From an optimization exercise on the open Yosys and OpenROAD flow, aimed at small area; shortcuts taken in it are not production practice. Only simulation tests tie the RTL to the original design; equivalence was not proved.

==> run B <==
==> flow/design.v <==
`timescale 1ns / 1ps
module LineBuffer
               #(parameter LINE_W = 64)  
               (input clk,
               input [7:0] input_data,
               input shift,
               output [7:0] tap1,           
               output [7:0] tap_r,          
               output [7:0] tap_c,          
               output [7:0] tap_l,          
               output [7:0] tap_w,          
               output [7:0] tap_t);         
localparam N = 2*LINE_W;
reg [8*N-1:0] chain;
always @(posedge clk)
  if (shift)
    chain <= {chain[8*N-9:0], input_data};
assign tap1  = chain[8*1-1 -: 8];
assign tap_r = chain[8*(LINE_W-1)-1 -: 8];
assign tap_c = chain[8*LINE_W-1 -: 8];
assign tap_l = chain[8*(LINE_W+1)-1 -: 8];
assign tap_w = chain[8*(N-1)-1 -: 8];
assign tap_t = chain[8*N-1 -: 8];
endmodule
`timescale 1ns / 1ps
module MulAcc
               (input [7:0] c,  
               input [7:0] l,   
               input [7:0] r,   
               input [7:0] t,   
               input [7:0] b,   
               output [7:0] pixel_odata);
wire w1 = l[0] ^ r[0];
wire w2 = l[0] & r[0];
wire w3 = l[1] ^ r[1] ^ t[1];
wire w4 = (l[1] & (r[1] | t[1])) | (r[1] & t[1]);
wire w5 = l[2] ^ r[2] ^ t[2];
wire w6 = (l[2] & (r[2] | t[2])) | (r[2] & t[2]);
wire w7 = l[3] ^ r[3] ^ t[3];
wire w8 = (l[3] & (r[3] | t[3])) | (r[3] & t[3]);
wire w9 = l[4] ^ r[4] ^ t[4];
wire w10 = (l[4] & (r[4] | t[4])) | (r[4] & t[4]);
wire w11 = l[5] ^ r[5] ^ t[5];
wire w12 = (l[5] & (r[5] | t[5])) | (r[5] & t[5]);
wire w13 = l[6] ^ r[6] ^ t[6];
wire w14 = (l[6] & (r[6] | t[6])) | (r[6] & t[6]);
wire w15 = l[7] ^ r[7] ^ t[7];
wire w16 = (l[7] & (r[7] | t[7])) | (r[7] & t[7]);
wire w17 = t[0] ^ b[0];
wire w18 = t[0] & b[0];
wire w19 = b[1] ^ w2 ^ w3;
wire w20 = (b[1] & (w2 | w3)) | (w2 & w3);
wire w21 = b[2] ^ w4 ^ w5;
wire w22 = (b[2] & (w4 | w5)) | (w4 & w5);
wire w23 = b[3] ^ w6 ^ w7;
wire w24 = (b[3] & (w6 | w7)) | (w6 & w7);
wire w25 = b[4] ^ w8 ^ w9;
wire w26 = (b[4] & (w8 | w9)) | (w8 & w9);
wire w27 = b[5] ^ w10 ^ w11;
wire w28 = (b[5] & (w10 | w11)) | (w10 & w11);
wire w29 = b[6] ^ w12 ^ w13;
wire w30 = (b[6] & (w12 | w13)) | (w12 & w13);
wire w31 = b[7] ^ w14 ^ w15;
wire w32 = (b[7] & (w14 | w15)) | (w14 & w15);
wire w33 = w1 ^ w17;
wire w34 = w1 & w17;
wire w35 = w18 ^ w19 ^ w34;
wire w36 = (w18 & (w19 | w34)) | (w19 & w34);
wire w37 = w20 ^ w21 ^ w36;
wire w38 = (w20 & (w21 | w36)) | (w21 & w36);
wire w39 = w22 ^ w23 ^ w38;
wire w40 = (w22 & (w23 | w38)) | (w23 & w38);
wire w41 = w24 ^ w25 ^ w40;
wire w42 = (w24 & (w25 | w40)) | (w25 & w40);
wire w43 = w26 ^ w27 ^ w42;
wire w44 = (w26 & (w27 | w42)) | (w27 & w42);
wire w45 = w28 ^ w29 ^ w44;
wire w46 = (w28 & (w29 | w44)) | (w29 & w44);
wire w47 = w30 ^ w31 ^ w46;
wire w48 = (w30 & (w31 | w46)) | (w31 & w46);
wire w49 = w16 ^ w32 ^ w48;
wire w50 = (w16 & (w32 | w48)) | (w32 & w48);
wire w51 = c[0] ^ c[2];
wire w52 = c[0] & c[2];
wire w53 = c[1] ^ c[3] ^ w52;
wire w54 = (c[1] & (c[3] | w52)) | (c[3] & w52);
wire w55 = c[2] ^ c[4] ^ w54;
wire w56 = (c[2] & (c[4] | w54)) | (c[4] & w54);
wire w57 = c[3] ^ c[5] ^ w56;
wire w58 = (c[3] & (c[5] | w56)) | (c[5] & w56);
wire w59 = c[4] ^ c[6] ^ w58;
wire w60 = (c[4] & (c[6] | w58)) | (c[6] & w58);
wire w61 = c[5] ^ c[7] ^ w60;
wire w62 = (c[5] & (c[7] | w60)) | (c[7] & w60);
wire w63 = c[6] ^ w62;
wire w64 = c[6] & w62;
wire w65 = c[7] ^ w64;
wire w66 = c[7] & w64;
wire w67 = w33 ^ ~c[0];
wire w68 = w33 & ~c[0];
wire w69 = w35 ^ ~c[1] ^ w68;
wire w70 = (w35 & (~c[1] | w68)) | (~c[1] & w68);
wire w71 = w37 ^ ~w51 ^ w70;
wire w72 = (w37 & (~w51 | w70)) | (~w51 & w70);
wire w73 = w39 ^ ~w53 ^ w72;
wire w74 = (w39 & (~w53 | w72)) | (~w53 & w72);
wire w75 = w41 ^ ~w55 ^ w74;
wire w76 = (w41 & (~w55 | w74)) | (~w55 & w74);
wire w77 = w43 ^ ~w57 ^ w76;
wire w78 = (w43 & (~w57 | w76)) | (~w57 & w76);
wire w79 = w45 ^ ~w59 ^ w78;
wire w80 = (w45 & (~w59 | w78)) | (~w59 & w78);
wire w81 = w47 ^ ~w61 ^ w80;
wire w82 = (w47 & (~w61 | w80)) | (~w61 & w80);
wire w83 = w49 ^ ~w63 ^ w82;
wire w84 = (w49 & (~w63 | w82)) | (~w63 & w82);
wire w85 = w50 ^ ~w65 ^ w84;
wire w86 = (w50 & (~w65 | w84)) | (~w65 & w84);
wire w87 = ~w66 ^ w86;
wire w88 = ~w66 & w86;
wire w89 = 1'b1 ^ w88;
wire w90 = 1'b1 & w88;
wire [7:0] u = {w81, w79, w77, w75, w73, w71, w69, w67};  
wire pos = w89;  
wire [7:0] ones;
assign ones[0] = 1'b1;
genvar i;
generate for (i = 1; i < 8; i = i + 1) begin : g_abs
  assign ones[i] = ones[i-1] & u[i-1];
end endgenerate
assign pixel_odata = u ^ ({8{pos}} | ones);
endmodule
`timescale 1ns / 1ps
module CntrLogic
                ( input clk,
                input reset,  
                input is_valid_input,
                output col_first,  
                output col_last,   
                output rows_ok     
);
reg [5:0] col;
reg [1:0] rows;
wire fb = col[5] ^ col[4] ^ (col[4:0] == 5'd0);
assign col_first = (col == 6'b000000);
assign col_last  = (col == 6'b100000);
assign rows_ok   = rows[1];
always @(posedge clk) begin
  if (reset) begin
    col <= 0;
    rows <= 0;
  end else if (is_valid_input) begin
    col <= {col[4:0], fb};
    if (col_last && !rows[1])
      rows <= rows + 1'b1;
  end
end
endmodule
`timescale 1ns / 1ps
module TopModule(
input axis_clk,
input axis_resetn,
input i_datavalid,
input [7:0] idata,
output s_axis_ready,
output o_datavalid,
output [7:0] odata,
input m_axis_ready,  
output intr
    );
localparam LINE_W = 64;
wire reset = !axis_resetn;
wire col_first, col_last, rows_ok;
wire [7:0] tap1, tap_r, tap_c, tap_l, tap_w, tap_t;
wire [7:0] result;
reg [7:0] odata_r;
reg       ovalid_r;
reg [7:0] last_px;   
reg       last_due;  
assign s_axis_ready = 1'b1;
assign o_datavalid = ovalid_r;
assign odata = odata_r;
assign intr = last_due;
CntrLogic ctrl (
  .clk(axis_clk), .reset(reset), .is_valid_input(i_datavalid),
  .col_first(col_first), .col_last(col_last), .rows_ok(rows_ok));
LineBuffer #(.LINE_W(LINE_W)) lines (
  .clk(axis_clk), .input_data(idata), .shift(i_datavalid),
  .tap1(tap1), .tap_r(tap_r), .tap_c(tap_c), .tap_l(tap_l),
  .tap_w(tap_w), .tap_t(tap_t));
MulAcc mac (
  .c(tap_c),
  .l(col_first ? tap1 : tap_l),
  .r(col_last ? tap_w : tap_r),
  .t(tap_t),
  .b(idata),
  .pixel_odata(result));
wire take = i_datavalid & rows_ok;
always @(posedge axis_clk) begin
  if (reset) begin
    ovalid_r <= 1'b0;
    last_due <= 1'b0;
  end else begin
    ovalid_r <= last_due | (take & !col_first);
    last_due <= take & col_last;
  end
end
always @(posedge axis_clk) begin
  if (take & col_first)
    last_px <= result;
  if (last_due)
    odata_r <= last_px;
  else
    odata_r <= result;
end
endmodule
==> flow/run.sh <==
#!/bin/bash
# synth_recipe.tcl (not shown) runs the flow's synth.tcl, then flattens the netlist and writes it again
# the make line also repeats each setting of config.mk as NAME=value (left out here)
make -C /OpenROAD-flow-scripts/flow DESIGN_CONFIG=/design/flow/config.mk WORK_HOME=/design/flow/orfs CLKGATE_MAP_FILE= SYNTH_SCRIPT=/design/flow/synth_recipe.tcl finish
==> flow/config.mk <==
export PLATFORM = sky130hd
export DESIGN_NAME = TopModule
export DESIGN_NICKNAME = TopModule
export VERILOG_FILES = /design/flow/design.v
export SDC_FILE = /design/flow/constraint.sdc
export NUM_CORES = 4
export LEC_CHECK = 0
export CAP_MARGIN = 20
export CORE_MARGIN = 2
export CORE_UTILIZATION = 65
export CTS_BUF_LIST = sky130_fd_sc_hd__clkbuf_16
export CTS_CLUSTER_DIAMETER = 100
export CTS_CLUSTER_SIZE = 30
export PLACE_DENSITY = 0.8
export SLEW_MARGIN = 20
==> flow/constraint.sdc <==
create_clock -name core_clock -period 10.0 [get_ports {axis_clk}]
set_input_delay 2.0000 -clock core_clock [delete_from_list [all_inputs] [get_ports {axis_clk}]]
set_output_delay 2.0000 -clock core_clock [all_outputs]
set_load 0.01 [all_outputs]
==> run Y: changes against run B <==
==> flow/flow/run.sh (new file) <==
#!/bin/bash
# Standard ORFS layout with two changes: the clock tree uses clkbuf_16 only,
# with sink clusters of up to 32 flip-flops and no dummy loads, and the
# port buffers are buf_1.
set -euo pipefail
export CTS_ARGS="-sink_clustering_enable -repair_clock_nets -sink_clustering_size 36 -sink_clustering_max_diameter 100 -dont_use_dummy_load -buf_list sky130_fd_sc_hd__clkbuf_16"
export BUFFER_PORTS_ARGS="-buffer_cell sky130_fd_sc_hd__buf_1"
bash standard.sh > standard.log 2>&1
==> flow/standard.sh (new file) <==
#!/bin/bash
# synth_recipe.tcl (not shown) runs the flow's synth.tcl, then flattens the netlist and writes it again
# the make line also repeats each setting of config.mk as NAME=value (left out here)
make -C /OpenROAD-flow-scripts/flow DESIGN_CONFIG=/design/flow/config.mk WORK_HOME=/design/flow/orfs CLKGATE_MAP_FILE= SYNTH_SCRIPT=/design/flow/synth_recipe.tcl "${@:-finish}"
CORE_UTILIZATION = 80   (was 65)
CTS_BUF_LIST = unset   (was sky130_fd_sc_hd__clkbuf_16)
CTS_CLUSTER_DIAMETER = unset   (was 100)
CTS_CLUSTER_SIZE = unset   (was 30)
PLACE_DENSITY = 0.92   (was 0.8)
removed: flow/run.sh
==> comparison table <==
item	run B	run Y
Outcome	timing/DRC/antenna clean	aborted with a tool error
Failing step	-	clock tree synthesis
Number of buffers created by CTS	40	35
Place WS	2.82 ns	2.80 ns
Netlist area before placement	32900 sq um	32900 sq um
Post-synth top flop	sky130_fd_sc_hd__edfxtp_1	sky130_fd_sc_hd__edfxtp_1
Die W	229 microns	207 microns
Die Ht	229 microns	207 microns
Final GP Congestion	0.749	0.823
Effective utilization at floorplan	0.658	0.809
Post-DP HPWL	19.2 mm	28.1 mm
Number of placed instances, taps included	1917	1775
Average cell area after synthesis	27.0 sq um	27.0 sq um
Number of placement rows	82	74
Placed Area	34100 sq um	33800 sq um

[port drivers added, routing unchanged]
How much do the figures lean on ideal ports? The routed layout below was timed once more, with nothing changed but the port constraints. Step 1: set_driving_cell puts a clkbuf_16 on axis_clk and a buf_2 on each other input, an assumption about the parent block. Step 2 adds t to the input delays and takes it off the output delays; t is the mean of the earliest and latest rising clock arrival at the registers after step 1. Input paths then give back, and output paths get back, about the clock's delay inside the block. Slacks: no drivers / after step 1 / after step 2; pairs: no drivers / after step 1.
run: run B
t (ns): 0.646
setup slack, ns: 3.398 / 3.399 / 2.753
pins driven straight from the clock port: 1
After both steps run B still meets setup and hold. The setup slack of run B moves by +0.001 ns with the drivers and by -0.645 ns with both steps.
